What follows belongs to an exercise in optimizing a design on an open flow for small area; a production flow would make more cautious choices.
Function was checked by simulation only, so behaviour that the tests miss may differ from the original.

==> flow/design.v <==
module sqrt_u32 (
    input  wire        clk,
    input  wire        rst_n,
    input  wire        valid_in,
    input  wire [31:0] data_i,
    output wire        valid_out,
    output wire [15:0] data_o
);
    reg [1:0] v;
    always @(posedge clk or negedge rst_n)
        if (!rst_n) v <= 2'd0;
        else v <= {v[0], valid_in};
    assign valid_out = v[1];
    wire [31:0] x0_d, x0;
    wire [1:0] r1_d, r1;
    wire [0:0] q1_d, q1;
    wire [29:0] x1_d, x1;
    wire [2:0] r2_d, r2;
    wire [1:0] q2_d, q2;
    wire [27:0] x2_d, x2;
    wire [3:0] r3_d, r3;
    wire [2:0] q3_d, q3;
    wire [25:0] x3_d, x3;
    wire [4:0] r4_d, r4;
    wire [3:0] q4_d, q4;
    wire [23:0] x4_d, x4;
    wire [5:0] r5_d, r5;
    wire [4:0] q5_d, q5;
    wire [21:0] x5_d, x5;
    wire [6:0] r6_d, r6;
    wire [5:0] q6_d, q6;
    wire [19:0] x6_d, x6;
    wire [7:0] r7_d, r7;
    wire [6:0] q7_d, q7;
    wire [17:0] x7_d, x7;
    wire [8:0] r8_d, r8;
    wire [7:0] q8_d, q8;
    wire [15:0] x8_d, x8;
    wire [9:0] r9_d, r9;
    wire [8:0] q9_d, q9;
    wire [13:0] x9_d, x9;
    wire [10:0] r10_d, r10;
    wire [9:0] q10_d, q10;
    wire [11:0] x10_d, x10;
    wire [11:0] r11_d, r11;
    wire [10:0] q11_d, q11;
    wire [9:0] x11_d, x11;
    wire [12:0] r12_d, r12;
    wire [11:0] q12_d, q12;
    wire [7:0] x12_d, x12;
    wire [13:0] r13_d, r13;
    wire [12:0] q13_d, q13;
    wire [5:0] x13_d, x13;
    wire [14:0] r14_d, r14;
    wire [13:0] q14_d, q14;
    wire [3:0] x14_d, x14;
    wire [14:0] q15_d, q15;
    wire [1:0] x15_d, x15;
    wire [15:0] q16_d, q16;
    assign x0_d = data_i;
    assign x0 = x0_d;
    assign r1 = r1_d;
    assign q1 = q1_d;
    assign x1 = x1_d;
    assign r2 = r2_d;
    assign q2 = q2_d;
    assign x2 = x2_d;
    assign r3 = r3_d;
    assign q3 = q3_d;
    assign x3 = x3_d;
    assign r4 = r4_d;
    assign q4 = q4_d;
    assign x4 = x4_d;
    assign r5 = r5_d;
    assign q5 = q5_d;
    assign x5 = x5_d;
    assign r6 = r6_d;
    assign q6 = q6_d;
    assign x6 = x6_d;
    assign r7 = r7_d;
    assign q7 = q7_d;
    assign x7 = x7_d;
    assign r8 = r8_d;
    assign q8 = q8_d;
    assign x8 = x8_d;
    reg  [9:0] r9_q;
    reg  [8:0] q9_q;
    reg  [13:0] x9_q;
    always @(posedge clk) begin
        r9_q <= r9_d;
        q9_q <= q9_d;
        x9_q <= x9_d;
    end
    assign r9 = r9_q;
    assign q9 = q9_q;
    assign x9 = x9_q;
    assign r10 = r10_d;
    assign q10 = q10_d;
    assign x10 = x10_d;
    assign r11 = r11_d;
    assign q11 = q11_d;
    assign x11 = x11_d;
    assign r12 = r12_d;
    assign q12 = q12_d;
    assign x12 = x12_d;
    reg  [13:0] r13_q;
    reg  [12:0] q13_q;
    reg  [5:0] x13_q;
    always @(posedge clk) begin
        r13_q <= r13_d;
        q13_q <= q13_d;
        x13_q <= x13_d;
    end
    assign r13 = r13_q;
    assign q13 = q13_q;
    assign x13 = x13_q;
    assign r14 = r14_d;
    assign q14 = q14_d;
    assign x14 = x14_d;
    assign q15 = q15_d;
    assign x15 = x15_d;
    assign q16 = q16_d;
    wire [1:0] t0 = x0[31:30];
    wire [2:0] d0 = {1'b0, t0} - 3'd1;
    wire ge0 = ~d0[2];
    assign r1_d = ge0 ? d0[1:0] : t0[1:0];
    assign x1_d = x0[29:0];
    assign q1_d = ge0;
    wire [3:0] t1 = {r1, x1[29:28]};
    wire [4:0] c1;
    wire [3:0] d1;
    wire [3:0] n1 = {1'b1, ~q1, 2'b10};
    assign c1[0] = 1'b1;
    assign d1[0] = t1[0] ^ n1[0] ^ c1[0];
    assign c1[1] = (t1[0] & n1[0]) | (t1[0] & c1[0]) | (n1[0] & c1[0]);
    assign d1[1] = t1[1] ^ n1[1] ^ c1[1];
    assign c1[2] = (t1[1] & n1[1]) | (t1[1] & c1[1]) | (n1[1] & c1[1]);
    assign d1[2] = t1[2] ^ n1[2] ^ c1[2];
    assign c1[3] = (t1[2] & n1[2]) | (t1[2] & c1[2]) | (n1[2] & c1[2]);
    assign d1[3] = t1[3] ^ n1[3] ^ c1[3];
    assign c1[4] = (t1[3] & n1[3]) | (t1[3] & c1[3]) | (n1[3] & c1[3]);
    wire ge1 = c1[4];
    assign r2_d = ge1 ? d1[2:0] : t1[2:0];
    assign x2_d = x1[27:0];
    assign q2_d = {q1, ge1};
    wire [4:0] t2 = {r2, x2[27:26]};
    wire [5:0] c2;
    wire [4:0] d2;
    wire [4:0] n2 = {1'b1, ~q2, 2'b10};
    assign c2[0] = 1'b1;
    assign d2[0] = t2[0] ^ n2[0] ^ c2[0];
    assign c2[1] = (t2[0] & n2[0]) | (t2[0] & c2[0]) | (n2[0] & c2[0]);
    assign d2[1] = t2[1] ^ n2[1] ^ c2[1];
    assign c2[2] = (t2[1] & n2[1]) | (t2[1] & c2[1]) | (n2[1] & c2[1]);
    assign d2[2] = t2[2] ^ n2[2] ^ c2[2];
    assign c2[3] = (t2[2] & n2[2]) | (t2[2] & c2[2]) | (n2[2] & c2[2]);
    assign d2[3] = t2[3] ^ n2[3] ^ c2[3];
    assign c2[4] = (t2[3] & n2[3]) | (t2[3] & c2[3]) | (n2[3] & c2[3]);
    assign d2[4] = t2[4] ^ n2[4] ^ c2[4];
    assign c2[5] = (t2[4] & n2[4]) | (t2[4] & c2[4]) | (n2[4] & c2[4]);
    wire ge2 = c2[5];
    assign r3_d = ge2 ? d2[3:0] : t2[3:0];
    assign x3_d = x2[25:0];
    assign q3_d = {q2, ge2};
    wire [5:0] t3 = {r3, x3[25:24]};
    wire [6:0] c3;
    wire [5:0] d3;
    wire [5:0] n3 = {1'b1, ~q3, 2'b10};
    assign c3[0] = 1'b1;
    assign d3[0] = t3[0] ^ n3[0] ^ c3[0];
    assign c3[1] = (t3[0] & n3[0]) | (t3[0] & c3[0]) | (n3[0] & c3[0]);
    assign d3[1] = t3[1] ^ n3[1] ^ c3[1];
    assign c3[2] = (t3[1] & n3[1]) | (t3[1] & c3[1]) | (n3[1] & c3[1]);
    assign d3[2] = t3[2] ^ n3[2] ^ c3[2];
    assign c3[3] = (t3[2] & n3[2]) | (t3[2] & c3[2]) | (n3[2] & c3[2]);
    assign d3[3] = t3[3] ^ n3[3] ^ c3[3];
    assign c3[4] = (t3[3] & n3[3]) | (t3[3] & c3[3]) | (n3[3] & c3[3]);
    assign d3[4] = t3[4] ^ n3[4] ^ c3[4];
    assign c3[5] = (t3[4] & n3[4]) | (t3[4] & c3[4]) | (n3[4] & c3[4]);
    assign d3[5] = t3[5] ^ n3[5] ^ c3[5];
    assign c3[6] = (t3[5] & n3[5]) | (t3[5] & c3[5]) | (n3[5] & c3[5]);
    wire ge3 = c3[6];
    assign r4_d = ge3 ? d3[4:0] : t3[4:0];
    assign x4_d = x3[23:0];
    assign q4_d = {q3, ge3};
    wire [6:0] t4 = {r4, x4[23:22]};
    wire [7:0] c4;
    wire [6:0] d4;
    wire [6:0] n4 = {1'b1, ~q4, 2'b10};
    assign c4[0] = 1'b1;
    assign d4[0] = t4[0] ^ n4[0] ^ c4[0];
    assign c4[1] = (t4[0] & n4[0]) | (t4[0] & c4[0]) | (n4[0] & c4[0]);
    assign d4[1] = t4[1] ^ n4[1] ^ c4[1];
    assign c4[2] = (t4[1] & n4[1]) | (t4[1] & c4[1]) | (n4[1] & c4[1]);
    assign d4[2] = t4[2] ^ n4[2] ^ c4[2];
    assign c4[3] = (t4[2] & n4[2]) | (t4[2] & c4[2]) | (n4[2] & c4[2]);
    assign d4[3] = t4[3] ^ n4[3] ^ c4[3];
    assign c4[4] = (t4[3] & n4[3]) | (t4[3] & c4[3]) | (n4[3] & c4[3]);
    assign d4[4] = t4[4] ^ n4[4] ^ c4[4];
    assign c4[5] = (t4[4] & n4[4]) | (t4[4] & c4[4]) | (n4[4] & c4[4]);
    assign d4[5] = t4[5] ^ n4[5] ^ c4[5];
    assign c4[6] = (t4[5] & n4[5]) | (t4[5] & c4[5]) | (n4[5] & c4[5]);
    assign d4[6] = t4[6] ^ n4[6] ^ c4[6];
    assign c4[7] = (t4[6] & n4[6]) | (t4[6] & c4[6]) | (n4[6] & c4[6]);
    wire ge4 = c4[7];
    assign r5_d = ge4 ? d4[5:0] : t4[5:0];
    assign x5_d = x4[21:0];
    assign q5_d = {q4, ge4};
    wire [7:0] t5 = {r5, x5[21:20]};
    wire [8:0] c5;
    wire [7:0] d5;
    wire [7:0] n5 = {1'b1, ~q5, 2'b10};
    assign c5[0] = 1'b1;
    assign d5[0] = t5[0] ^ n5[0] ^ c5[0];
    assign c5[1] = (t5[0] & n5[0]) | (t5[0] & c5[0]) | (n5[0] & c5[0]);
    assign d5[1] = t5[1] ^ n5[1] ^ c5[1];
    assign c5[2] = (t5[1] & n5[1]) | (t5[1] & c5[1]) | (n5[1] & c5[1]);
    assign d5[2] = t5[2] ^ n5[2] ^ c5[2];
    assign c5[3] = (t5[2] & n5[2]) | (t5[2] & c5[2]) | (n5[2] & c5[2]);
    assign d5[3] = t5[3] ^ n5[3] ^ c5[3];
    assign c5[4] = (t5[3] & n5[3]) | (t5[3] & c5[3]) | (n5[3] & c5[3]);
    assign d5[4] = t5[4] ^ n5[4] ^ c5[4];
    assign c5[5] = (t5[4] & n5[4]) | (t5[4] & c5[4]) | (n5[4] & c5[4]);
    assign d5[5] = t5[5] ^ n5[5] ^ c5[5];
    assign c5[6] = (t5[5] & n5[5]) | (t5[5] & c5[5]) | (n5[5] & c5[5]);
    assign d5[6] = t5[6] ^ n5[6] ^ c5[6];
    assign c5[7] = (t5[6] & n5[6]) | (t5[6] & c5[6]) | (n5[6] & c5[6]);
    assign d5[7] = t5[7] ^ n5[7] ^ c5[7];
    assign c5[8] = (t5[7] & n5[7]) | (t5[7] & c5[7]) | (n5[7] & c5[7]);
    wire ge5 = c5[8];
    assign r6_d = ge5 ? d5[6:0] : t5[6:0];
    assign x6_d = x5[19:0];
    assign q6_d = {q5, ge5};
    wire [8:0] t6 = {r6, x6[19:18]};
    wire [9:0] c6;
    wire [8:0] d6;
    wire [8:0] n6 = {1'b1, ~q6, 2'b10};
    assign c6[0] = 1'b1;
    assign d6[0] = t6[0] ^ n6[0] ^ c6[0];
    assign c6[1] = (t6[0] & n6[0]) | (t6[0] & c6[0]) | (n6[0] & c6[0]);
    assign d6[1] = t6[1] ^ n6[1] ^ c6[1];
    assign c6[2] = (t6[1] & n6[1]) | (t6[1] & c6[1]) | (n6[1] & c6[1]);
    assign d6[2] = t6[2] ^ n6[2] ^ c6[2];
    assign c6[3] = (t6[2] & n6[2]) | (t6[2] & c6[2]) | (n6[2] & c6[2]);
    assign d6[3] = t6[3] ^ n6[3] ^ c6[3];
    assign c6[4] = (t6[3] & n6[3]) | (t6[3] & c6[3]) | (n6[3] & c6[3]);
    assign d6[4] = t6[4] ^ n6[4] ^ c6[4];
    assign c6[5] = (t6[4] & n6[4]) | (t6[4] & c6[4]) | (n6[4] & c6[4]);
    assign d6[5] = t6[5] ^ n6[5] ^ c6[5];
    assign c6[6] = (t6[5] & n6[5]) | (t6[5] & c6[5]) | (n6[5] & c6[5]);
    assign d6[6] = t6[6] ^ n6[6] ^ c6[6];
    assign c6[7] = (t6[6] & n6[6]) | (t6[6] & c6[6]) | (n6[6] & c6[6]);
    assign d6[7] = t6[7] ^ n6[7] ^ c6[7];
    assign c6[8] = (t6[7] & n6[7]) | (t6[7] & c6[7]) | (n6[7] & c6[7]);
    assign d6[8] = t6[8] ^ n6[8] ^ c6[8];
    assign c6[9] = (t6[8] & n6[8]) | (t6[8] & c6[8]) | (n6[8] & c6[8]);
    wire ge6 = c6[9];
    assign r7_d = ge6 ? d6[7:0] : t6[7:0];
    assign x7_d = x6[17:0];
    assign q7_d = {q6, ge6};
    wire [9:0] t7 = {r7, x7[17:16]};
    wire [10:0] c7;
    wire [9:0] d7;
    wire [9:0] n7 = {1'b1, ~q7, 2'b10};
    assign c7[0] = 1'b1;
    assign d7[0] = t7[0] ^ n7[0] ^ c7[0];
    assign c7[1] = (t7[0] & n7[0]) | (t7[0] & c7[0]) | (n7[0] & c7[0]);
    assign d7[1] = t7[1] ^ n7[1] ^ c7[1];
    assign c7[2] = (t7[1] & n7[1]) | (t7[1] & c7[1]) | (n7[1] & c7[1]);
    assign d7[2] = t7[2] ^ n7[2] ^ c7[2];
    assign c7[3] = (t7[2] & n7[2]) | (t7[2] & c7[2]) | (n7[2] & c7[2]);
    assign d7[3] = t7[3] ^ n7[3] ^ c7[3];
    assign c7[4] = (t7[3] & n7[3]) | (t7[3] & c7[3]) | (n7[3] & c7[3]);
    assign d7[4] = t7[4] ^ n7[4] ^ c7[4];
    assign c7[5] = (t7[4] & n7[4]) | (t7[4] & c7[4]) | (n7[4] & c7[4]);
    assign d7[5] = t7[5] ^ n7[5] ^ c7[5];
    assign c7[6] = (t7[5] & n7[5]) | (t7[5] & c7[5]) | (n7[5] & c7[5]);
    assign d7[6] = t7[6] ^ n7[6] ^ c7[6];
    assign c7[7] = (t7[6] & n7[6]) | (t7[6] & c7[6]) | (n7[6] & c7[6]);
    assign d7[7] = t7[7] ^ n7[7] ^ c7[7];
    assign c7[8] = (t7[7] & n7[7]) | (t7[7] & c7[7]) | (n7[7] & c7[7]);
    assign d7[8] = t7[8] ^ n7[8] ^ c7[8];
    assign c7[9] = (t7[8] & n7[8]) | (t7[8] & c7[8]) | (n7[8] & c7[8]);
    assign d7[9] = t7[9] ^ n7[9] ^ c7[9];
    assign c7[10] = (t7[9] & n7[9]) | (t7[9] & c7[9]) | (n7[9] & c7[9]);
    wire ge7 = c7[10];
    assign r8_d = ge7 ? d7[8:0] : t7[8:0];
    assign x8_d = x7[15:0];
    assign q8_d = {q7, ge7};
    wire [10:0] t8 = {r8, x8[15:14]};
    wire [11:0] c8;
    wire [10:0] d8;
    wire [10:0] n8 = {1'b1, ~q8, 2'b10};
    assign c8[0] = 1'b1;
    assign d8[0] = t8[0] ^ n8[0] ^ c8[0];
    assign c8[1] = (t8[0] & n8[0]) | (t8[0] & c8[0]) | (n8[0] & c8[0]);
    assign d8[1] = t8[1] ^ n8[1] ^ c8[1];
    assign c8[2] = (t8[1] & n8[1]) | (t8[1] & c8[1]) | (n8[1] & c8[1]);
    assign d8[2] = t8[2] ^ n8[2] ^ c8[2];
    assign c8[3] = (t8[2] & n8[2]) | (t8[2] & c8[2]) | (n8[2] & c8[2]);
    assign d8[3] = t8[3] ^ n8[3] ^ c8[3];
    assign c8[4] = (t8[3] & n8[3]) | (t8[3] & c8[3]) | (n8[3] & c8[3]);
    assign d8[4] = t8[4] ^ n8[4] ^ c8[4];
    assign c8[5] = (t8[4] & n8[4]) | (t8[4] & c8[4]) | (n8[4] & c8[4]);
    assign d8[5] = t8[5] ^ n8[5] ^ c8[5];
    assign c8[6] = (t8[5] & n8[5]) | (t8[5] & c8[5]) | (n8[5] & c8[5]);
    assign d8[6] = t8[6] ^ n8[6] ^ c8[6];
    assign c8[7] = (t8[6] & n8[6]) | (t8[6] & c8[6]) | (n8[6] & c8[6]);
    assign d8[7] = t8[7] ^ n8[7] ^ c8[7];
    assign c8[8] = (t8[7] & n8[7]) | (t8[7] & c8[7]) | (n8[7] & c8[7]);
    assign d8[8] = t8[8] ^ n8[8] ^ c8[8];
    assign c8[9] = (t8[8] & n8[8]) | (t8[8] & c8[8]) | (n8[8] & c8[8]);
    assign d8[9] = t8[9] ^ n8[9] ^ c8[9];
    assign c8[10] = (t8[9] & n8[9]) | (t8[9] & c8[9]) | (n8[9] & c8[9]);
    assign d8[10] = t8[10] ^ n8[10] ^ c8[10];
    assign c8[11] = (t8[10] & n8[10]) | (t8[10] & c8[10]) | (n8[10] & c8[10]);
    wire ge8 = c8[11];
    assign r9_d = ge8 ? d8[9:0] : t8[9:0];
    assign x9_d = x8[13:0];
    assign q9_d = {q8, ge8};
    wire [11:0] t9 = {r9, x9[13:12]};
    wire [12:0] c9;
    wire [11:0] d9;
    wire [11:0] n9 = {1'b1, ~q9, 2'b10};
    assign c9[0] = 1'b1;
    assign d9[0] = t9[0] ^ n9[0] ^ c9[0];
    assign c9[1] = (t9[0] & n9[0]) | (t9[0] & c9[0]) | (n9[0] & c9[0]);
    assign d9[1] = t9[1] ^ n9[1] ^ c9[1];
    assign c9[2] = (t9[1] & n9[1]) | (t9[1] & c9[1]) | (n9[1] & c9[1]);
    assign d9[2] = t9[2] ^ n9[2] ^ c9[2];
    assign c9[3] = (t9[2] & n9[2]) | (t9[2] & c9[2]) | (n9[2] & c9[2]);
    assign d9[3] = t9[3] ^ n9[3] ^ c9[3];
    assign c9[4] = (t9[3] & n9[3]) | (t9[3] & c9[3]) | (n9[3] & c9[3]);
    assign d9[4] = t9[4] ^ n9[4] ^ c9[4];
    assign c9[5] = (t9[4] & n9[4]) | (t9[4] & c9[4]) | (n9[4] & c9[4]);
    assign d9[5] = t9[5] ^ n9[5] ^ c9[5];
    assign c9[6] = (t9[5] & n9[5]) | (t9[5] & c9[5]) | (n9[5] & c9[5]);
    assign d9[6] = t9[6] ^ n9[6] ^ c9[6];
    assign c9[7] = (t9[6] & n9[6]) | (t9[6] & c9[6]) | (n9[6] & c9[6]);
    assign d9[7] = t9[7] ^ n9[7] ^ c9[7];
    assign c9[8] = (t9[7] & n9[7]) | (t9[7] & c9[7]) | (n9[7] & c9[7]);
    assign d9[8] = t9[8] ^ n9[8] ^ c9[8];
    assign c9[9] = (t9[8] & n9[8]) | (t9[8] & c9[8]) | (n9[8] & c9[8]);
    assign d9[9] = t9[9] ^ n9[9] ^ c9[9];
    assign c9[10] = (t9[9] & n9[9]) | (t9[9] & c9[9]) | (n9[9] & c9[9]);
    assign d9[10] = t9[10] ^ n9[10] ^ c9[10];
    assign c9[11] = (t9[10] & n9[10]) | (t9[10] & c9[10]) | (n9[10] & c9[10]);
    assign d9[11] = t9[11] ^ n9[11] ^ c9[11];
    assign c9[12] = (t9[11] & n9[11]) | (t9[11] & c9[11]) | (n9[11] & c9[11]);
    wire ge9 = c9[12];
    assign r10_d = ge9 ? d9[10:0] : t9[10:0];
    assign x10_d = x9[11:0];
    assign q10_d = {q9, ge9};
    wire [12:0] t10 = {r10, x10[11:10]};
    wire [13:0] c10;
    wire [12:0] d10;
    wire [12:0] n10 = {1'b1, ~q10, 2'b10};
    assign c10[0] = 1'b1;
    assign d10[0] = t10[0] ^ n10[0] ^ c10[0];
    assign c10[1] = (t10[0] & n10[0]) | (t10[0] & c10[0]) | (n10[0] & c10[0]);
    assign d10[1] = t10[1] ^ n10[1] ^ c10[1];
    assign c10[2] = (t10[1] & n10[1]) | (t10[1] & c10[1]) | (n10[1] & c10[1]);
    assign d10[2] = t10[2] ^ n10[2] ^ c10[2];
    assign c10[3] = (t10[2] & n10[2]) | (t10[2] & c10[2]) | (n10[2] & c10[2]);
    assign d10[3] = t10[3] ^ n10[3] ^ c10[3];
    assign c10[4] = (t10[3] & n10[3]) | (t10[3] & c10[3]) | (n10[3] & c10[3]);
    assign d10[4] = t10[4] ^ n10[4] ^ c10[4];
    assign c10[5] = (t10[4] & n10[4]) | (t10[4] & c10[4]) | (n10[4] & c10[4]);
    assign d10[5] = t10[5] ^ n10[5] ^ c10[5];
    assign c10[6] = (t10[5] & n10[5]) | (t10[5] & c10[5]) | (n10[5] & c10[5]);
    assign d10[6] = t10[6] ^ n10[6] ^ c10[6];
    assign c10[7] = (t10[6] & n10[6]) | (t10[6] & c10[6]) | (n10[6] & c10[6]);
    assign d10[7] = t10[7] ^ n10[7] ^ c10[7];
    assign c10[8] = (t10[7] & n10[7]) | (t10[7] & c10[7]) | (n10[7] & c10[7]);
    assign d10[8] = t10[8] ^ n10[8] ^ c10[8];
    assign c10[9] = (t10[8] & n10[8]) | (t10[8] & c10[8]) | (n10[8] & c10[8]);
    assign d10[9] = t10[9] ^ n10[9] ^ c10[9];
    assign c10[10] = (t10[9] & n10[9]) | (t10[9] & c10[9]) | (n10[9] & c10[9]);
    assign d10[10] = t10[10] ^ n10[10] ^ c10[10];
    assign c10[11] = (t10[10] & n10[10]) | (t10[10] & c10[10]) | (n10[10] & c10[10]);
    assign d10[11] = t10[11] ^ n10[11] ^ c10[11];
    assign c10[12] = (t10[11] & n10[11]) | (t10[11] & c10[11]) | (n10[11] & c10[11]);
    assign d10[12] = t10[12] ^ n10[12] ^ c10[12];
    assign c10[13] = (t10[12] & n10[12]) | (t10[12] & c10[12]) | (n10[12] & c10[12]);
    wire ge10 = c10[13];
    assign r11_d = ge10 ? d10[11:0] : t10[11:0];
    assign x11_d = x10[9:0];
    assign q11_d = {q10, ge10};
    wire [13:0] t11 = {r11, x11[9:8]};
    wire [14:0] c11;
    wire [13:0] d11;
    wire [13:0] n11 = {1'b1, ~q11, 2'b10};
    assign c11[0] = 1'b1;
    assign d11[0] = t11[0] ^ n11[0] ^ c11[0];
    assign c11[1] = (t11[0] & n11[0]) | (t11[0] & c11[0]) | (n11[0] & c11[0]);
    assign d11[1] = t11[1] ^ n11[1] ^ c11[1];
    assign c11[2] = (t11[1] & n11[1]) | (t11[1] & c11[1]) | (n11[1] & c11[1]);
    assign d11[2] = t11[2] ^ n11[2] ^ c11[2];
    assign c11[3] = (t11[2] & n11[2]) | (t11[2] & c11[2]) | (n11[2] & c11[2]);
    assign d11[3] = t11[3] ^ n11[3] ^ c11[3];
    assign c11[4] = (t11[3] & n11[3]) | (t11[3] & c11[3]) | (n11[3] & c11[3]);
    assign d11[4] = t11[4] ^ n11[4] ^ c11[4];
    assign c11[5] = (t11[4] & n11[4]) | (t11[4] & c11[4]) | (n11[4] & c11[4]);
    assign d11[5] = t11[5] ^ n11[5] ^ c11[5];
    assign c11[6] = (t11[5] & n11[5]) | (t11[5] & c11[5]) | (n11[5] & c11[5]);
    assign d11[6] = t11[6] ^ n11[6] ^ c11[6];
    assign c11[7] = (t11[6] & n11[6]) | (t11[6] & c11[6]) | (n11[6] & c11[6]);
    assign d11[7] = t11[7] ^ n11[7] ^ c11[7];
    assign c11[8] = (t11[7] & n11[7]) | (t11[7] & c11[7]) | (n11[7] & c11[7]);
    assign d11[8] = t11[8] ^ n11[8] ^ c11[8];
    assign c11[9] = (t11[8] & n11[8]) | (t11[8] & c11[8]) | (n11[8] & c11[8]);
    assign d11[9] = t11[9] ^ n11[9] ^ c11[9];
    assign c11[10] = (t11[9] & n11[9]) | (t11[9] & c11[9]) | (n11[9] & c11[9]);
    assign d11[10] = t11[10] ^ n11[10] ^ c11[10];
    assign c11[11] = (t11[10] & n11[10]) | (t11[10] & c11[10]) | (n11[10] & c11[10]);
    assign d11[11] = t11[11] ^ n11[11] ^ c11[11];
    assign c11[12] = (t11[11] & n11[11]) | (t11[11] & c11[11]) | (n11[11] & c11[11]);
    assign d11[12] = t11[12] ^ n11[12] ^ c11[12];
    assign c11[13] = (t11[12] & n11[12]) | (t11[12] & c11[12]) | (n11[12] & c11[12]);
    assign d11[13] = t11[13] ^ n11[13] ^ c11[13];
    assign c11[14] = (t11[13] & n11[13]) | (t11[13] & c11[13]) | (n11[13] & c11[13]);
    wire ge11 = c11[14];
    assign r12_d = ge11 ? d11[12:0] : t11[12:0];
    assign x12_d = x11[7:0];
    assign q12_d = {q11, ge11};
    wire [14:0] t12 = {r12, x12[7:6]};
    wire [15:0] c12;
    wire [14:0] d12;
    wire [14:0] n12 = {1'b1, ~q12, 2'b10};
    assign c12[0] = 1'b1;
    assign d12[0] = t12[0] ^ n12[0] ^ c12[0];
    assign c12[1] = (t12[0] & n12[0]) | (t12[0] & c12[0]) | (n12[0] & c12[0]);
    assign d12[1] = t12[1] ^ n12[1] ^ c12[1];
    assign c12[2] = (t12[1] & n12[1]) | (t12[1] & c12[1]) | (n12[1] & c12[1]);
    assign d12[2] = t12[2] ^ n12[2] ^ c12[2];
    assign c12[3] = (t12[2] & n12[2]) | (t12[2] & c12[2]) | (n12[2] & c12[2]);
    assign d12[3] = t12[3] ^ n12[3] ^ c12[3];
    assign c12[4] = (t12[3] & n12[3]) | (t12[3] & c12[3]) | (n12[3] & c12[3]);
    assign d12[4] = t12[4] ^ n12[4] ^ c12[4];
    assign c12[5] = (t12[4] & n12[4]) | (t12[4] & c12[4]) | (n12[4] & c12[4]);
    assign d12[5] = t12[5] ^ n12[5] ^ c12[5];
    assign c12[6] = (t12[5] & n12[5]) | (t12[5] & c12[5]) | (n12[5] & c12[5]);
    assign d12[6] = t12[6] ^ n12[6] ^ c12[6];
    assign c12[7] = (t12[6] & n12[6]) | (t12[6] & c12[6]) | (n12[6] & c12[6]);
    assign d12[7] = t12[7] ^ n12[7] ^ c12[7];
    assign c12[8] = (t12[7] & n12[7]) | (t12[7] & c12[7]) | (n12[7] & c12[7]);
    assign d12[8] = t12[8] ^ n12[8] ^ c12[8];
    assign c12[9] = (t12[8] & n12[8]) | (t12[8] & c12[8]) | (n12[8] & c12[8]);
    assign d12[9] = t12[9] ^ n12[9] ^ c12[9];
    assign c12[10] = (t12[9] & n12[9]) | (t12[9] & c12[9]) | (n12[9] & c12[9]);
    assign d12[10] = t12[10] ^ n12[10] ^ c12[10];
    assign c12[11] = (t12[10] & n12[10]) | (t12[10] & c12[10]) | (n12[10] & c12[10]);
    assign d12[11] = t12[11] ^ n12[11] ^ c12[11];
    assign c12[12] = (t12[11] & n12[11]) | (t12[11] & c12[11]) | (n12[11] & c12[11]);
    assign d12[12] = t12[12] ^ n12[12] ^ c12[12];
    assign c12[13] = (t12[12] & n12[12]) | (t12[12] & c12[12]) | (n12[12] & c12[12]);
    assign d12[13] = t12[13] ^ n12[13] ^ c12[13];
    assign c12[14] = (t12[13] & n12[13]) | (t12[13] & c12[13]) | (n12[13] & c12[13]);
    assign d12[14] = t12[14] ^ n12[14] ^ c12[14];
    assign c12[15] = (t12[14] & n12[14]) | (t12[14] & c12[14]) | (n12[14] & c12[14]);
    wire ge12 = c12[15];
    assign r13_d = ge12 ? d12[13:0] : t12[13:0];
    assign x13_d = x12[5:0];
    assign q13_d = {q12, ge12};
    wire [15:0] t13 = {r13, x13[5:4]};
    wire [16:0] c13;
    wire [15:0] d13;
    wire [15:0] n13 = {1'b1, ~q13, 2'b10};
    assign c13[0] = 1'b1;
    assign d13[0] = t13[0] ^ n13[0] ^ c13[0];
    assign c13[1] = (t13[0] & n13[0]) | (t13[0] & c13[0]) | (n13[0] & c13[0]);
    assign d13[1] = t13[1] ^ n13[1] ^ c13[1];
    assign c13[2] = (t13[1] & n13[1]) | (t13[1] & c13[1]) | (n13[1] & c13[1]);
    assign d13[2] = t13[2] ^ n13[2] ^ c13[2];
    assign c13[3] = (t13[2] & n13[2]) | (t13[2] & c13[2]) | (n13[2] & c13[2]);
    assign d13[3] = t13[3] ^ n13[3] ^ c13[3];
    assign c13[4] = (t13[3] & n13[3]) | (t13[3] & c13[3]) | (n13[3] & c13[3]);
    assign d13[4] = t13[4] ^ n13[4] ^ c13[4];
    assign c13[5] = (t13[4] & n13[4]) | (t13[4] & c13[4]) | (n13[4] & c13[4]);
    assign d13[5] = t13[5] ^ n13[5] ^ c13[5];
    assign c13[6] = (t13[5] & n13[5]) | (t13[5] & c13[5]) | (n13[5] & c13[5]);
    assign d13[6] = t13[6] ^ n13[6] ^ c13[6];
    assign c13[7] = (t13[6] & n13[6]) | (t13[6] & c13[6]) | (n13[6] & c13[6]);
    assign d13[7] = t13[7] ^ n13[7] ^ c13[7];
    assign c13[8] = (t13[7] & n13[7]) | (t13[7] & c13[7]) | (n13[7] & c13[7]);
    assign d13[8] = t13[8] ^ n13[8] ^ c13[8];
    assign c13[9] = (t13[8] & n13[8]) | (t13[8] & c13[8]) | (n13[8] & c13[8]);
    assign d13[9] = t13[9] ^ n13[9] ^ c13[9];
    assign c13[10] = (t13[9] & n13[9]) | (t13[9] & c13[9]) | (n13[9] & c13[9]);
    assign d13[10] = t13[10] ^ n13[10] ^ c13[10];
    assign c13[11] = (t13[10] & n13[10]) | (t13[10] & c13[10]) | (n13[10] & c13[10]);
    assign d13[11] = t13[11] ^ n13[11] ^ c13[11];
    assign c13[12] = (t13[11] & n13[11]) | (t13[11] & c13[11]) | (n13[11] & c13[11]);
    assign d13[12] = t13[12] ^ n13[12] ^ c13[12];
    assign c13[13] = (t13[12] & n13[12]) | (t13[12] & c13[12]) | (n13[12] & c13[12]);
    assign d13[13] = t13[13] ^ n13[13] ^ c13[13];
    assign c13[14] = (t13[13] & n13[13]) | (t13[13] & c13[13]) | (n13[13] & c13[13]);
    assign d13[14] = t13[14] ^ n13[14] ^ c13[14];
    assign c13[15] = (t13[14] & n13[14]) | (t13[14] & c13[14]) | (n13[14] & c13[14]);
    assign d13[15] = t13[15] ^ n13[15] ^ c13[15];
    assign c13[16] = (t13[15] & n13[15]) | (t13[15] & c13[15]) | (n13[15] & c13[15]);
    wire ge13 = c13[16];
    assign r14_d = ge13 ? d13[14:0] : t13[14:0];
    assign x14_d = x13[3:0];
    assign q14_d = {q13, ge13};
    wire [16:0] t14 = {r14, x14[3:2]};
    wire [17:0] c14;
    wire [16:0] d14;
    wire [16:0] n14 = {1'b1, ~q14, 2'b10};
    assign c14[0] = 1'b1;
    assign d14[0] = t14[0] ^ n14[0] ^ c14[0];
    assign c14[1] = (t14[0] & n14[0]) | (t14[0] & c14[0]) | (n14[0] & c14[0]);
    assign d14[1] = t14[1] ^ n14[1] ^ c14[1];
    assign c14[2] = (t14[1] & n14[1]) | (t14[1] & c14[1]) | (n14[1] & c14[1]);
    assign d14[2] = t14[2] ^ n14[2] ^ c14[2];
    assign c14[3] = (t14[2] & n14[2]) | (t14[2] & c14[2]) | (n14[2] & c14[2]);
    assign d14[3] = t14[3] ^ n14[3] ^ c14[3];
    assign c14[4] = (t14[3] & n14[3]) | (t14[3] & c14[3]) | (n14[3] & c14[3]);
    assign d14[4] = t14[4] ^ n14[4] ^ c14[4];
    assign c14[5] = (t14[4] & n14[4]) | (t14[4] & c14[4]) | (n14[4] & c14[4]);
    assign d14[5] = t14[5] ^ n14[5] ^ c14[5];
    assign c14[6] = (t14[5] & n14[5]) | (t14[5] & c14[5]) | (n14[5] & c14[5]);
    assign d14[6] = t14[6] ^ n14[6] ^ c14[6];
    assign c14[7] = (t14[6] & n14[6]) | (t14[6] & c14[6]) | (n14[6] & c14[6]);
    assign d14[7] = t14[7] ^ n14[7] ^ c14[7];
    assign c14[8] = (t14[7] & n14[7]) | (t14[7] & c14[7]) | (n14[7] & c14[7]);
    assign d14[8] = t14[8] ^ n14[8] ^ c14[8];
    assign c14[9] = (t14[8] & n14[8]) | (t14[8] & c14[8]) | (n14[8] & c14[8]);
    assign d14[9] = t14[9] ^ n14[9] ^ c14[9];
    assign c14[10] = (t14[9] & n14[9]) | (t14[9] & c14[9]) | (n14[9] & c14[9]);
    assign d14[10] = t14[10] ^ n14[10] ^ c14[10];
    assign c14[11] = (t14[10] & n14[10]) | (t14[10] & c14[10]) | (n14[10] & c14[10]);
    assign d14[11] = t14[11] ^ n14[11] ^ c14[11];
    assign c14[12] = (t14[11] & n14[11]) | (t14[11] & c14[11]) | (n14[11] & c14[11]);
    assign d14[12] = t14[12] ^ n14[12] ^ c14[12];
    assign c14[13] = (t14[12] & n14[12]) | (t14[12] & c14[12]) | (n14[12] & c14[12]);
    assign d14[13] = t14[13] ^ n14[13] ^ c14[13];
    assign c14[14] = (t14[13] & n14[13]) | (t14[13] & c14[13]) | (n14[13] & c14[13]);
    assign d14[14] = t14[14] ^ n14[14] ^ c14[14];
    assign c14[15] = (t14[14] & n14[14]) | (t14[14] & c14[14]) | (n14[14] & c14[14]);
    assign d14[15] = t14[15] ^ n14[15] ^ c14[15];
    assign c14[16] = (t14[15] & n14[15]) | (t14[15] & c14[15]) | (n14[15] & c14[15]);
    assign d14[16] = t14[16] ^ n14[16] ^ c14[16];
    assign c14[17] = (t14[16] & n14[16]) | (t14[16] & c14[16]) | (n14[16] & c14[16]);
    wire ge14 = c14[17];
    assign q15_d = {q14, ge14};
    wire [17:0] a1_a = {d14[15:0], x14[1:0]};
    wire [17:0] a1_n = ~({1'b0, q14, 3'b101});
    wire [18:0] a1_c;
    assign a1_c[0] = 1'b1;
    assign a1_c[1] = (a1_a[0] & a1_n[0]) | (a1_a[0] & a1_c[0]) | (a1_n[0] & a1_c[0]);
    assign a1_c[2] = (a1_a[1] & a1_n[1]) | (a1_a[1] & a1_c[1]) | (a1_n[1] & a1_c[1]);
    assign a1_c[3] = (a1_a[2] & a1_n[2]) | (a1_a[2] & a1_c[2]) | (a1_n[2] & a1_c[2]);
    assign a1_c[4] = (a1_a[3] & a1_n[3]) | (a1_a[3] & a1_c[3]) | (a1_n[3] & a1_c[3]);
    assign a1_c[5] = (a1_a[4] & a1_n[4]) | (a1_a[4] & a1_c[4]) | (a1_n[4] & a1_c[4]);
    assign a1_c[6] = (a1_a[5] & a1_n[5]) | (a1_a[5] & a1_c[5]) | (a1_n[5] & a1_c[5]);
    assign a1_c[7] = (a1_a[6] & a1_n[6]) | (a1_a[6] & a1_c[6]) | (a1_n[6] & a1_c[6]);
    assign a1_c[8] = (a1_a[7] & a1_n[7]) | (a1_a[7] & a1_c[7]) | (a1_n[7] & a1_c[7]);
    assign a1_c[9] = (a1_a[8] & a1_n[8]) | (a1_a[8] & a1_c[8]) | (a1_n[8] & a1_c[8]);
    assign a1_c[10] = (a1_a[9] & a1_n[9]) | (a1_a[9] & a1_c[9]) | (a1_n[9] & a1_c[9]);
    assign a1_c[11] = (a1_a[10] & a1_n[10]) | (a1_a[10] & a1_c[10]) | (a1_n[10] & a1_c[10]);
    assign a1_c[12] = (a1_a[11] & a1_n[11]) | (a1_a[11] & a1_c[11]) | (a1_n[11] & a1_c[11]);
    assign a1_c[13] = (a1_a[12] & a1_n[12]) | (a1_a[12] & a1_c[12]) | (a1_n[12] & a1_c[12]);
    assign a1_c[14] = (a1_a[13] & a1_n[13]) | (a1_a[13] & a1_c[13]) | (a1_n[13] & a1_c[13]);
    assign a1_c[15] = (a1_a[14] & a1_n[14]) | (a1_a[14] & a1_c[14]) | (a1_n[14] & a1_c[14]);
    assign a1_c[16] = (a1_a[15] & a1_n[15]) | (a1_a[15] & a1_c[15]) | (a1_n[15] & a1_c[15]);
    assign a1_c[17] = (a1_a[16] & a1_n[16]) | (a1_a[16] & a1_c[16]) | (a1_n[16] & a1_c[16]);
    assign a1_c[18] = (a1_a[17] & a1_n[17]) | (a1_a[17] & a1_c[17]) | (a1_n[17] & a1_c[17]);
    wire a1 = a1_c[18];
    wire [17:0] a0_a = {t14[15:0], x14[1:0]};
    wire [17:0] a0_n = ~({1'b0, q14, 3'b001});
    wire [18:0] a0_c;
    assign a0_c[0] = 1'b1;
    assign a0_c[1] = (a0_a[0] & a0_n[0]) | (a0_a[0] & a0_c[0]) | (a0_n[0] & a0_c[0]);
    assign a0_c[2] = (a0_a[1] & a0_n[1]) | (a0_a[1] & a0_c[1]) | (a0_n[1] & a0_c[1]);
    assign a0_c[3] = (a0_a[2] & a0_n[2]) | (a0_a[2] & a0_c[2]) | (a0_n[2] & a0_c[2]);
    assign a0_c[4] = (a0_a[3] & a0_n[3]) | (a0_a[3] & a0_c[3]) | (a0_n[3] & a0_c[3]);
    assign a0_c[5] = (a0_a[4] & a0_n[4]) | (a0_a[4] & a0_c[4]) | (a0_n[4] & a0_c[4]);
    assign a0_c[6] = (a0_a[5] & a0_n[5]) | (a0_a[5] & a0_c[5]) | (a0_n[5] & a0_c[5]);
    assign a0_c[7] = (a0_a[6] & a0_n[6]) | (a0_a[6] & a0_c[6]) | (a0_n[6] & a0_c[6]);
    assign a0_c[8] = (a0_a[7] & a0_n[7]) | (a0_a[7] & a0_c[7]) | (a0_n[7] & a0_c[7]);
    assign a0_c[9] = (a0_a[8] & a0_n[8]) | (a0_a[8] & a0_c[8]) | (a0_n[8] & a0_c[8]);
    assign a0_c[10] = (a0_a[9] & a0_n[9]) | (a0_a[9] & a0_c[9]) | (a0_n[9] & a0_c[9]);
    assign a0_c[11] = (a0_a[10] & a0_n[10]) | (a0_a[10] & a0_c[10]) | (a0_n[10] & a0_c[10]);
    assign a0_c[12] = (a0_a[11] & a0_n[11]) | (a0_a[11] & a0_c[11]) | (a0_n[11] & a0_c[11]);
    assign a0_c[13] = (a0_a[12] & a0_n[12]) | (a0_a[12] & a0_c[12]) | (a0_n[12] & a0_c[12]);
    assign a0_c[14] = (a0_a[13] & a0_n[13]) | (a0_a[13] & a0_c[13]) | (a0_n[13] & a0_c[13]);
    assign a0_c[15] = (a0_a[14] & a0_n[14]) | (a0_a[14] & a0_c[14]) | (a0_n[14] & a0_c[14]);
    assign a0_c[16] = (a0_a[15] & a0_n[15]) | (a0_a[15] & a0_c[15]) | (a0_n[15] & a0_c[15]);
    assign a0_c[17] = (a0_a[16] & a0_n[16]) | (a0_a[16] & a0_c[16]) | (a0_n[16] & a0_c[16]);
    assign a0_c[18] = (a0_a[17] & a0_n[17]) | (a0_a[17] & a0_c[17]) | (a0_n[17] & a0_c[17]);
    wire a0 = a0_c[18];
    wire ge15 = ge14 ? a1 : a0;
    assign q16_d = {q15, ge15};
    assign data_o = q16;
endmodule
==> flow/flow/run.sh <==
#!/bin/bash
# Standard layout (standard.sh) with its own logic mapping:
# - synthesis skips Yosys's full-adder extraction (ADDER_MAP_FILE empty), so ABC maps the
#   carry chains itself;
# - ABC runs flow/area.abc instead of ORFS's script. Everything else in synthesis (registers,
#   flattening, renaming) is the standard synthesis script, patched only at the abc call.
# - input and output ports get the smallest buffer (buf_1).
export BUFFER_PORTS_ARGS="-buffer_cell sky130_fd_sc_hd__buf_1"
# - clock tree without dummy loads.
export CTS_ARGS="-sink_clustering_enable -repair_clock_nets -buf_list sky130_fd_sc_hd__clkbuf_8 -dont_use_dummy_load"
set -euo pipefail
here=$(pwd)
sed 's|^\(\s*\)log_cmd abc {\*}$abc_args|\1log_cmd abc {*}[lreplace $abc_args 1 1 $::env(MY_ABC_SCRIPT)]|' \
  "$FLOW_HOME/scripts/synth.tcl" > "$here/synth_abc.tcl"
grep -q 'MY_ABC_SCRIPT' "$here/synth_abc.tcl"
sed "s|\$::env(SCRIPTS_DIR)/synth.tcl|$here/synth_abc.tcl|" synth_recipe.tcl > "$here/synth_recipe_abc.tcl"
grep -q synth_abc.tcl "$here/synth_recipe_abc.tcl"
sed "s|SYNTH_SCRIPT=[^ ]*|SYNTH_SCRIPT=$here/synth_recipe_abc.tcl|" standard.sh > "$here/standard_abc.sh"
export ADDER_MAP_FILE=
export MY_ABC_SCRIPT="$here/flow/area.abc"
bash "$here/standard_abc.sh" > standard.log 2>&1
==> flow/flow/area.abc <==
strash
dch
map -B 0.9
topo
stime -c
buffer -c
dnsize -c
==> flow/standard.sh <==
#!/bin/bash
# synth_recipe.tcl (not shown) runs the flow's synth.tcl, then flattens the netlist and writes it again
# the make line also repeats each setting of config.mk as NAME=value (left out here)
make -C /OpenROAD-flow-scripts/flow DESIGN_CONFIG=/design/flow/config.mk WORK_HOME=/design/flow/orfs CLKGATE_MAP_FILE= SYNTH_SCRIPT=/design/flow/synth_recipe.tcl "${@:-finish}"
==> flow/config.mk <==
export PLATFORM = sky130hd
export DESIGN_NAME = sqrt_u32
export DESIGN_NICKNAME = sqrt_u32
export VERILOG_FILES = /design/flow/design.v
export SDC_FILE = /design/flow/constraint.sdc
export NUM_CORES = 4
export LEC_CHECK = 0
export ABC_AREA = 1
export CAP_MARGIN = 20
export CORE_MARGIN = 2
export CORE_UTILIZATION = 55
export CTS_BUF_LIST = sky130_fd_sc_hd__clkbuf_8
export GPL_TIMING_DRIVEN = 0
export PLACE_DENSITY = 0.75
export SETUP_SLACK_MARGIN = -0.5
export SLEW_MARGIN = 20
==> flow/constraint.sdc <==
create_clock -name core_clock -period 9.0 [get_ports {clk}]
set_input_delay 1.8000 -clock core_clock [delete_from_list [all_inputs] [get_ports {clk}]]
set_output_delay 1.8000 -clock core_clock [all_outputs]
set_load 0.01 [all_outputs]
==> results_dict.tcl, run 1 <==
set metrics [dict create \
    status "complete, no violations" \
    drt_iter0_markers 295 \
    postSynthCellCount 1177 \
    ant_nets 0 \
    track_usage_pct 22.99 \
    grt_use_met3_pct 2.892 \
    min_period_ps 8665 \
    ff2ff_path_depth 82 \
    diodes 0 \
    ys_types 31 \
    grt_pass1_vias 5880 \
    drive_gt1_share_pct 9.062 \
    netlist_area_mm2 0.006541 \
    reg2reg_slack_ps 700 \
    area_growth_pct 11.30 \
    rows 39 \
    dominantRegCellSynth "dfxtp_1" \
    slowest_delay_ps 250 \
    syn_area_per_cell_um2 5.558 \
    routed-via-count 6880 \
    grt_start_max_net_pins 13 \
    cts.sinks 68 \
    fmax_ghz 0.1154 \
    min_from "x9_q[0]" \
    synth_top_area_share_pct 32.65 \
    start_util_pct 56.80 \
    port_buffers 51 \
    hold_end "x13_q[0]" \
    setup_ws_ps 335.4 \
    cts_root_buf "clkbuf_8" \
    fillCellCount 1158 \
    place_ws_ps -1278 \
    synth-edff-count 0 \
    nets 1284 \
    viasPerCell 4.950 \
    finalCritPeriodShare_pct 96.27 \
    drv_cap 0 \
    rr_startpoint "q9_q[0]" \
    antenna_found_initial 0 \
    grt_pass1_wl_um 24490 \
    cts_buffers 9 \
    worst_setup_path_start_kind "input pin" \
    slew_viol_final 0 \
    finalHoldViolCount 0 \
    tightestPinTransition_ps 478.6 \
    die_w_um 113.1 \
    crit_type "input pin to register" \
    holdWs_ps 328.0 \
    die_h_um 113.1 \
    slew_headroom_pct 68.09 \
    worst_ep_required_time_ps 9230 \
    wire_per_inst_um 10.33 \
    final_common_cell "nand2_1" \
    cts_tree "built" \
    clockBufferDepth 2 \
    finalSetupViolations 0 \
    hold_depth 0 \
    yosysTopAreaCell "nand2_1" \
    end_kind "register" \
    syn_nets 1212 \
    async_flop_share_pct 2.941 \
    ys_top_cells_by_area "nand2_1, dfxtp_1, xor2_1" \
    seq_area_frac_synth_pct 20.96 \
    clk_latency_ps 350 \
    path_max_fanout 10 \
    ioPinCount 52 \
    ys.warnings.count 1 \
    dieArea_mm2 0.01278 \
    arrival_ps 8900 \
    grt_use_met2_pct 45.31 \
    r2r_end "r13_q[8]" \
    fin_skew_ps 19.49 \
    grt_use_met1_pct 25.46 \
    cp_slowest_cell "buf_2" \
    drc 0 \
    ys_ff_latch 68 \
    first_pass_iters 16 \
    h-tree-depth 3 \
    fp.coreArea_mm2 0.01152 \
    grt.busiest_layer "met2" \
    clkTransAtPathRegs_ps 60 \
    wl_um 14360 \
    place_congestion 0.8981 \
    layout_common_cells "nand2_1, inv_1, nand3_1, o21ai_0, dfxtp_1" \
    hpwl_um 11980 \
    crit_top_cell "nand2_1" \
    worstHoldPathType "register to register" \
    path_delay_family "simple AND/OR/NAND/NOR gates" \
    cp.buffers_inverters 12 \
    grt_overflow 0 \
]
-- through the flow --
stage	util [%]	cell area (µm²)	std cells	TNS, ps
2_1_floorplan	-	6541	1177	0
3_5_place_dp	60.02	6912	1371	-13780
4_1_cts	61.29	7058	1381	-5108
6_report	63.22	7281	1390	0
3_3_place_gp	60.02	6912	1371	-12840
5_1_grt	63.22	7281	1390	-12570
-- Yosys cell counts (12+ instances only) --
cell type,n
xor2_1,55
nand2_1,569
or2_2,36
o21ai_0,83
o221ai_1,12
xnor2_1,41
nor2_1,32
nand3_1,84
dfxtp_1,66
a21oi_1,16
inv_1,125
-- flip-flops by register name, summed over array words and instances (netlist names) --
register and count:
r13_q 14, x9_q 14, q13_q 13, r9_q 10, q9_q 9, x13_q 6, v 2
-- routing by layer --
layer | share of wire [%] | vias to the layer above
met5 | 0 | -
met4 | 1.6 | 0
met3 | 2.9 | 17
met2 | 52 | 96
met1 | 44 | 2955
li1 | - | 3812
-- cells by family after synthesis --
family / share of synthesized area, %
XOR/XNOR: 12.85
multiplexers: 0.1530
flip-flops: 20.96
AND/OR/NAND/NOR: 45.72
AO/OA/AOI/OAI: 10.62
buffers and inverters: 9.086
adder cells (fa/ha/maj): 0.6121
-- final cells by class --
type | instances | area, µm² | area share [%]
Buffer | 22 | 140.1 | 1.925
Clock buffer | 9 | 123.9 | 1.701
Inverter | 126 | 484.2 | 6.651
Multi-Input combinational cell | 959 | 4695 | 64.48
Sequential cell | 68 | 1374 | 18.87
Tap cell | 143 | 178.9 | 2.457
Timing Repair Buffer | 63 | 285.3 | 3.918
-- worst max path at each step --
stage,start,endpoint,slack [ps],depth (start not counted)
3_5_place_dp,data_i[28],r9_q[4],-1280,83
5_1_grt,data_i[30],r9_q[6],-660,87
2_1_floorplan,data_i[30],r9_q[2],550,75
4_1_cts,data_i[30],r9_q[4],-490,86
3_3_place_gp,data_i[28],r9_q[4],-1200,83
6_report,data_i[30],r9_q[4],340,76
-- what timing repair did --
item	CTS	global route
resized for setup	8	69
gates cloned	0	0
setup endpoints to repair	11	26
hold buffers	0	0
setup buffers	1	11
pin swaps	0	5
==> run 2: changes to the inputs <==
--- a/flow/config.mk
+++ b/flow/config.mk
@@ -14,3 +14,3 @@
 export PLACE_DENSITY = 0.75
-export SETUP_SLACK_MARGIN = -0.5
+export SETUP_SLACK_MARGIN = -0.65
 export SLEW_MARGIN = 20
==> results_dict.tcl, run 2 <==
set metrics [dict create \
    status "complete, no violations" \
    port_buffers 51 \
    rows 39 \
    track_usage_pct 22.93 \
    h-tree-depth 3 \
    grt_start_max_net_pins 13 \
    postSynthCellCount 1177 \
    grt_pass1_vias 5865 \
    diodes 0 \
    seq_area_frac_synth_pct 20.96 \
    stdcell_area_mm2 0.007254 \
    tightestPinTransition_ps 484.1 \
    place_congestion 0.8981 \
    min_period_ps 8715 \
    synth_common_cells "nand2_1, inv_1, nand3_1" \
    crit_type "input pin to register" \
    worstHoldPathType "register to register" \
    finalCritPeriodShare_pct 96.83 \
    hold_buffers 0 \
    yosys.area_share.adder_pct 0.6121 \
    worst_setup_path_start_kind "input pin" \
    nets 1280 \
    end_kind "register" \
    syn_area_per_cell_um2 5.558 \
    crit_top_cell "nand2_1" \
    ff2ff_path_depth 82 \
    drt_iter0_markers 318 \
    fin_skew_ps 18.88 \
    dpl-instance-area_mm2 0.006912 \
    slew_viol_final 0 \
    biggestRegsByFlops "r13_q: 14 flops, x9_q: 14 flops, q13_q: 13 flops" \
    die_h_um 113.1 \
    rr_startpoint "q9_q[0]" \
    viasPerCell 4.944 \
    ant_nets 0 \
    ys_ff_latch 68 \
    min_from "x9_q[0]" \
    clk_latency_ps 340 \
    hold_end "x13_q[0]" \
    syn_nets 1212 \
    cts_tree "built" \
    slowest_delay_ps 190 \
    r2r_end "r13_q[8]" \
    reg2reg_slack_ps 580 \
    grt_overflow 0 \
    ys_top_cells_by_area "nand2_1, dfxtp_1, xor2_1" \
    synth_compound_area_share_pct 10.62 \
    dieArea_mm2 0.01278 \
    finalHoldViolCount 0 \
    slew_headroom_pct 67.73 \
    setup_tns_ps 0 \
    cts_buffers 9 \
    worst_ep_required_time_ps 9280 \
    yosysTopAreaCell "nand2_1" \
    hpwl_um 11980 \
    final_common_cell "nand2_1" \
    dominantRegCellSynth "dfxtp_1" \
    antenna_found_initial 0 \
    drive_gt1_share_pct 8.126 \
    netlist_area_mm2 0.006541 \
    routed-via-count 6852 \
    arrival_ps 9000 \
    synth-edff-count 0 \
    ys.warnings.count 1 \
    muxShareOfSynthArea_pct 0.1530 \
    area_growth_pct 10.90 \
    synth.most_common_cell "nand2_1" \
    synthSimpleGateAreaFrac_pct 45.72 \
    finalSetupViolations 0 \
    wire_per_inst_um 10.30 \
    ioPinCount 52 \
    cts_root_buf "clkbuf_8" \
    cp_slowest_cell "buf_4" \
    cts.sinks 68 \
    drv_cap 0 \
    fillCellCount 1153 \
    start_util_pct 56.80 \
    ys_types 31 \
    synth_top_area_share_pct 32.65 \
    synth_top_family_by_area "simple AND/OR/NAND/NOR gates" \
    fmax_ghz 0.1147 \
    clkTransAtPathRegs_ps 60 \
    hold_depth 0 \
    fp.coreArea_mm2 0.01152 \
    synth_xor_area_share_pct 12.85 \
    first_pass_iters 16 \
    layout_common_cells "nand2_1, inv_1, nand3_1, o21ai_0, dfxtp_1" \
    grt_pass1_wl_um 24420 \
    path_max_fanout 11 \
    wl_um 14270 \
    async_flop_share_pct 2.941 \
    die_w_um 113.1 \
    clockBufferDepth 2 \
    drc 0 \
]
[run 2: cell types whose count changed in the layout (fill, tap and decap cells not counted)]
cell / delta
nand2_2: -8
nand2_1: +7
o21ai_0: +3
o21ai_1: -3
buf_4: -2
nand2_8: +2
buf_2: -1
buf_6: -1
inv_1: +1
inv_2: -1
nand2_4: -1
[run 2: metrics by stage]
stage | setup WS, ps | std cells | util [%] | hold WS [ps]
after floorplan | 554.8 | 1177 | - | 309.6
after global placement | -1195 | 1371 | 60.02 | 309.8
after detailed placement | -1278 | 1371 | 60.02 | 312.1
after CTS | -645.0 | 1381 | 61.25 | 329.2
after global routing | -786.9 | 1386 | 62.99 | 335.4
final | 285.2 | 1386 | 62.99 | 328.1
[run 2: repair_timing]
action,in CTS,in global routing
setup endpoints to repair,11,26
gates cloned,0,0
setup buffers,1,9
hold endpoints to repair,0,0
resized for setup,2,62
pin swaps,0,7
[run 2: how the worst max path moves through the flow]
stage	from	endpoint	slack (ps)	cells past startpoint
4_1_cts	data_i[30]	r9_q[4]	-640	83
2_1_floorplan	data_i[30]	r9_q[2]	550	75
3_3_place_gp	data_i[28]	r9_q[4]	-1200	83
6_report	data_i[30]	r9_q[4]	290	82
3_5_place_dp	data_i[28]	r9_q[4]	-1280	83
5_1_grt	data_i[30]	r9_q[4]	-790	87
[run 2: cell type report]
class / count / area (µm²) / area share, %
plain buffers: 20 / 123.9 / 1.707
clock buffers: 9 / 123.9 / 1.707
inverters: 126 / 484.2 / 6.675
multi-input cells: 959 / 4700 / 64.78
flip-flops and latches: 68 / 1374 / 18.94
well taps: 143 / 178.9 / 2.466
repair buffers: 61 / 270.3 / 3.725
[run 2: kinds of logic (layout without fill, tap and decap cells)]
logic type,count (synthesis),in the layout
multiplexers,1,1
AND/OR/NAND/NOR,734,734
flip-flops,68,68
XOR/XNOR,96,96
AO/OA/AOI/OAI,124,124
adder cells (fa/ha/maj),4,4
buffers and inverters,150,216
[run 2: critical path, delay by kind of cell]
kind / cells / cell delay [ps]
and+or+nand+nor: 65 / 5230
buffers and inverters: 10 / 1090
AOI/OAI and AO/OA: 7 / 840
[run 2: layer usage]
| metal | vias up | track usage (%) | routed length [µm] |
|---|---|---|---|
| li1 | 3803 | - | - |
| met1 | 2927 | 25.43 | 6239 |
| met2 | 104 | 45.15 | 7362 |
| met3 | 18 | 2.892 | 441 |
| met4 | 0 | 6.748 | 228 |
| met5 | - | 0 | 0 |
==> run 3: changes to the inputs <==
--- a/flow/config.mk
+++ b/flow/config.mk
@@ -13,3 +13,3 @@
 export GPL_TIMING_DRIVEN = 0
-export PLACE_DENSITY = 0.75
+export PLACE_DENSITY = 0.65
 export SETUP_SLACK_MARGIN = -0.65
==> results_dict.tcl, run 3 <==
set metrics [dict create \
    status "complete, no violations" \
    ys.warnings.count 1 \
    worst_setup_path_start_kind "input pin" \
    ys_ff_latch 68 \
    clk_latency_ps 350 \
    clkTransAtPathRegs_ps 60 \
    async_flop_share_pct 2.941 \
    grt_start_max_net_pins 12 \
    cts_root_buf "clkbuf_8" \
    first_pass_iters 18 \
    cp.buffers_inverters 13 \
    synth_top_area_share_pct 32.65 \
    grt_pass1_vias 5759 \
    min_period_ps 8597 \
    syn_nets 1212 \
    slew_viol_final 0 \
    viasPerCell 4.820 \
    ys_top_cells_by_area "nand2_1, dfxtp_1, xor2_1" \
    drt_iter0_markers 314 \
    synth_common_cells "nand2_1, inv_1, nand3_1" \
    utilization_pct 63.20 \
    worstHoldPathType "register to register" \
    finalSetupViolations 0 \
    dominantRegCellSynth "dfxtp_1" \
    rows 39 \
    slowest_delay_ps 310 \
    cts.sinks 68 \
    holdWs_ps 328.1 \
    layout_common_cells "nand2_1, inv_1, nand3_1, o21ai_0, dfxtp_1" \
    path_max_fanout 10 \
    nets 1287 \
    grt_overflow 0 \
    routed-via-count 6714 \
    ant_nets 0 \
    finalCritPeriodShare_pct 95.52 \
    syn_area_per_cell_um2 5.558 \
    clockBufferDepth 2 \
    worst_ep_required_time_ps 9240 \
    fin_skew_ps 21.81 \
    grt_pass1_wl_um 24780 \
    die_w_um 113.1 \
    port_buffers 51 \
    ys_types 31 \
    cp_slowest_cell "or2_2" \
    biggestRegsByFlops "r13_q: 14 flops, x9_q: 14 flops, q13_q: 13 flops" \
    cts_tree "built" \
    dieArea_mm2 0.01278 \
    hold_buffers 0 \
    seq_area_frac_synth_pct 20.96 \
    yosysTopAreaCell "nand2_1" \
    start_util_pct 56.80 \
    place_ws_ps -1341 \
    h-tree-depth 3 \
    place_congestion 0.8484 \
    crit_top_cell "nand2_1" \
    crit_type "input pin to register" \
    setup_ws_ps 403.0 \
    slew_headroom_pct 68.89 \
    drv_cap 0 \
    cts_buffers 9 \
    final_common_cell "nand2_1" \
    tightestPinTransition_ps 461.7 \
    die_h_um 113.1 \
    arrival_ps 8830 \
    drc 0 \
    drive_gt1_share_pct 8.640 \
    track_usage_pct 23.46 \
    finalHoldViolCount 0 \
    antenna_found_initial 0 \
    hpwl_um 12170 \
    diodes 0 \
    wl_um 14440 \
    synth-edff-count 0 \
    end_kind "register" \
    path_delay_family "simple AND/OR/NAND/NOR gates" \
    synth.most_common_cell "nand2_1" \
    area_growth_pct 11.27 \
    fp.coreArea_mm2 0.01152 \
    netlist_area_mm2 0.006541 \
    ioPinCount 52 \
    wire_per_inst_um 10.36 \
    postSynthCellCount 1177 \
    fmax_ghz 0.1163 \
]
## run 3: cell counts after synthesis
No cell type changed its count.
## run 3: kinds of logic after synthesis
logic type      count (synthesis)  share of synthesized area (%)
simple gates                  734                          45.72
buf+inv                       150                          9.086
compound gates                124                          10.62
xor+xnor                       96                          12.85
flops                          68                          20.96
fa+ha+maj                       4                         0.6121
mux                             1                         0.1530
## run 3: metrics by stage
stage	instance area [µm²]	instances	setup TNS (ps)
after global placement	6912	1371	-13920
after detailed placement	6912	1371	-14440
after CTS	7053	1381	-6870
after floorplan	6541	1177	0
final	7278	1393	0
after global routing	7278	1393	-15310
## run 3: path summary, 6_finish.rpt
kind | start | end | slack [ps] | depth (start not counted)
hold reg to reg | x9_q[4] | x13_q[4] | 330 | 0
max in group asynchronous | rst_n | v[1] | 7660 | 1
setup / recovery | data_i[28] | r9_q[4] | 400 | 65
hold / removal | x9_q[4] | x13_q[4] | 330 | 0
min in group asynchronous | rst_n | v[0] | 1220 | 1
setup reg to reg | q9_q[1] | r13_q[12] | 670 | 78
## run 3: timing repair
item | in CTS | in global routing
resized for setup | 2 | 64
setup endpoints to repair | 11 | 26
pin swaps | 1 | 8
setup buffers | 1 | 16
## run 3: routing by layer
metal	part of all wire, %	vias up	track usage (%)	wire length, µm
met5	0	-	0	0
met4	1.8	0	6.341	257
met3	2.7	19	3.589	389
met1	44	2793	26.67	6391
met2	51	85	45.19	7400
li1	-	3817	-	-
## run 3: cell type report
class	count	area (µm²)
Buffer	20	123.9
Clock buffer	9	123.9
Fill cell	1198	4238
Inverter	126	484.2
Multi-Input combinational cell	959	4672
Sequential cell	68	1373
Tap cell	143	178.9
Timing Repair Buffer	68	322.8
==> run 4: changes to the inputs <==
==> flow/flow/area.abc (replaced) <==
strash
dc2
dch
map -B 0.9
topo
stime -c
buffer -c
dnsize -c
==> results_dict.tcl, run 4 <==
set metrics [dict create \
    fp.coreArea_mm2 0.01137 \
    multi_input_area_mm2 0.004484 \
    nets 1240 \
    syn_nets 1179 \
    final_common_cell "nand2_1" \
    start_util_pct 56.27 \
    cts_buffers 9 \
    arrival_ps 6910 \
    slew_headroom_pct 67.68 \
    tightestPinTransition_ps 484.8 \
    grt_start_max_net_pins 15 \
    netlist_area_mm2 0.006397 \
    end_kind "output port" \
    crit_top_cell "nand2_1" \
    synth-edff-count 0 \
    dpl-instance-area_mm2 0.006768 \
    ioPinCount 52 \
    slew_viol_final 0 \
    crit_type "register to output port" \
    h-tree-depth 3 \
    track_usage_pct 23.77 \
    cts_root_buf "clkbuf_8" \
    routed-via-count 6769 \
    grt_pass1_wl_um 24970 \
    finalSetupViolations 0 \
    port_buffers 51 \
    biggestRegsByFlops "r13_q: 14 flops, x9_q: 14 flops, q13_q: 13 flops" \
    place_congestion 0.8282 \
    yosysTopAreaCell "nand2_1" \
    ys_types 33 \
    worstHoldPathType "register to register" \
    cts.sinks 68 \
    seq_area_frac_synth_pct 21.44 \
    worst_setup_path_start_kind "register" \
    stdcell_area_mm2 0.006944 \
    path_max_fanout 7 \
    hold_buffers 0 \
    synth_common_cells "nand2_1, inv_1, nand3_1" \
    viasPerCell 5.029 \
    clockBufferDepth 2 \
    finalHoldViolCount 0 \
    cts_setup_buffers 0 \
    dominantRegCellSynth "dfxtp_1" \
    diodes 0 \
    cp_slowest_cell "dfxtp_1" \
    async_flop_share_pct 2.941 \
    antenna_found_initial 0 \
    utilization_pct 61.08 \
    wire_per_inst_um 10.82 \
    status "complete, no violations" \
    cts_tree "built" \
    layout_common_cells "nand2_1, inv_1, nand3_1, o21ai_0, dfxtp_1" \
    dieArea_mm2 0.01251 \
    worst_ep_required_time_ps 7200 \
    ys.warnings.count 1 \
    layout.cells.non_filler 1346 \
    drc 0 \
    drive_gt1_share_pct 4.821 \
    die_h_um 111.9 \
    syn_area_per_cell_um2 5.592 \
    fillCellCount 1226 \
    dp.cells 1338 \
    first_pass_iters 5 \
    hpwl_um 12220 \
    synth.most_common_cell "nand2_1" \
    clk_latency_ps 350 \
    grt_overflow 0 \
    finalCritPeriodShare_pct 96.73 \
    wl_um 14560 \
    drv_cap 0 \
    grt_pass1_vias 5803 \
    clkTransAtPathRegs_ps 80 \
    postSynthCellCount 1144 \
    cts_resized 0 \
    rows 39 \
    holdWs_ps 329.7 \
    synth_top_area_share_pct 27.40 \
    ys_ff_latch 68 \
    drt_iter0_markers 320 \
    fin_skew_ps 15.24 \
    ys_top_cells_by_area "nand2_1, dfxtp_1, nand3_1" \
    ant_nets 0 \
    area_growth_pct 8.547 \
    reg2reg_slack_ps 1160 \
    die_w_um 111.9 \
    fmax_ghz 0.1149 \
    regArea_mm2 0.001371 \
    slowest_delay_ps 350 \
    min_period_ps 8706 \
]
run 4: routing by layer:
metal / track usage (%) / share of wire [%] / vias up
li1: - / - / 3738
met1: 30.11 / 49 / 2928
met2: 42.14 / 47 / 90
met3: 4.028 / 3.2 / 13
met4: 5.679 / 1.3 / 0
met5: 0 / 0 / -
run 4: logic make-up (layout without fill, tap and decap cells):
group,count (synthesis),after routing,synth area share (%)
and+or+nand+nor,689,689,44.42
buffers and inverters,152,211,9.290
AOI/OAI and AO/OA,145,145,12.46
xor gates and xnor gates,86,86,11.77
DFF,68,68,21.44
muxes,3,3,0.4694
adders and majority gates,1,1,0.1565
run 4: final timing paths:
kind | from | endpoint | depth (start not counted)
max | r13_q[0] | data_o[0] | 50
min in group asynchronous | rst_n | v[1] | 1
max in group asynchronous | rst_n | v[0] | 1
min reg2reg | x9_q[3] | x13_q[3] | 0
max reg2reg | q9_q[0] | r13_q[13] | 47
min | x9_q[3] | x13_q[3] | 0
run 4: critical path: cells and delay by family (launching register included):
kind	cells	cell delay, ps
simple gates	30	3110
compound gates	14	2400
buf+inv	5	510
flops	1	350
xor+xnor	1	180
run 4: metrics by stage:
stage	setup slack [ps]	setup TNS [ps]
3_3_place_gp	-660.4	-5460
4_1_cts	-389.8	-2288
5_1_grt	-678.1	-7474
2_1_floorplan	1070	0
6_report	294.4	0
3_5_place_dp	-711.4	-5877
run 4: cell type report:
| class | instances | area share [%] |
|---|---|---|
| well taps | 143 | 2.577 |
| multi-input cells | 924 | 64.58 |
| clock buffers | 9 | 1.784 |
| inverters | 131 | 7.081 |
| repair buffers | 51 | 2.757 |
| plain buffers | 20 | 1.477 |
| flip-flops and latches | 68 | 19.75 |

-- static timing again, ports no longer ideal --
Ports are ideal in the flow. The routed layouts listed here were re-timed in OpenROAD.
Step 1, drivers: a clkbuf_16 drives clk and a buf_2 each remaining input, both assumed.
Step 2 times the ports against the registers' clock, not the clock port: input delays grow and output delays shrink by t, the midpoint of the rising clock arrivals with the driver on.
Three values: ideal ports, drivers, drivers and shift; two values: the first two.
| run | shift t [ns] | setup slack, ns | worst data-port slew with drivers (ns) |
|---|---|---|---|
| run 1 | 0.372 | 0.335 / 0.349 / -0.024 | 0.03 |
| run 2 | 0.373 | 0.285 / 0.297 / -0.076 | 0.03 |
| run 3 | 0.370 | 0.403 / 0.414 / 0.044 | 0.05 |
| run 4 | 0.379 | 0.294 / 0.260 / -0.043 | 0.03 |
With both steps, setup timing fails in run 1, run 2 and run 4, where it was met with ideal ports. The setup slack of run 2, which loses most, moves by +0.012 ns with the drivers and by -0.361 ns with both steps.
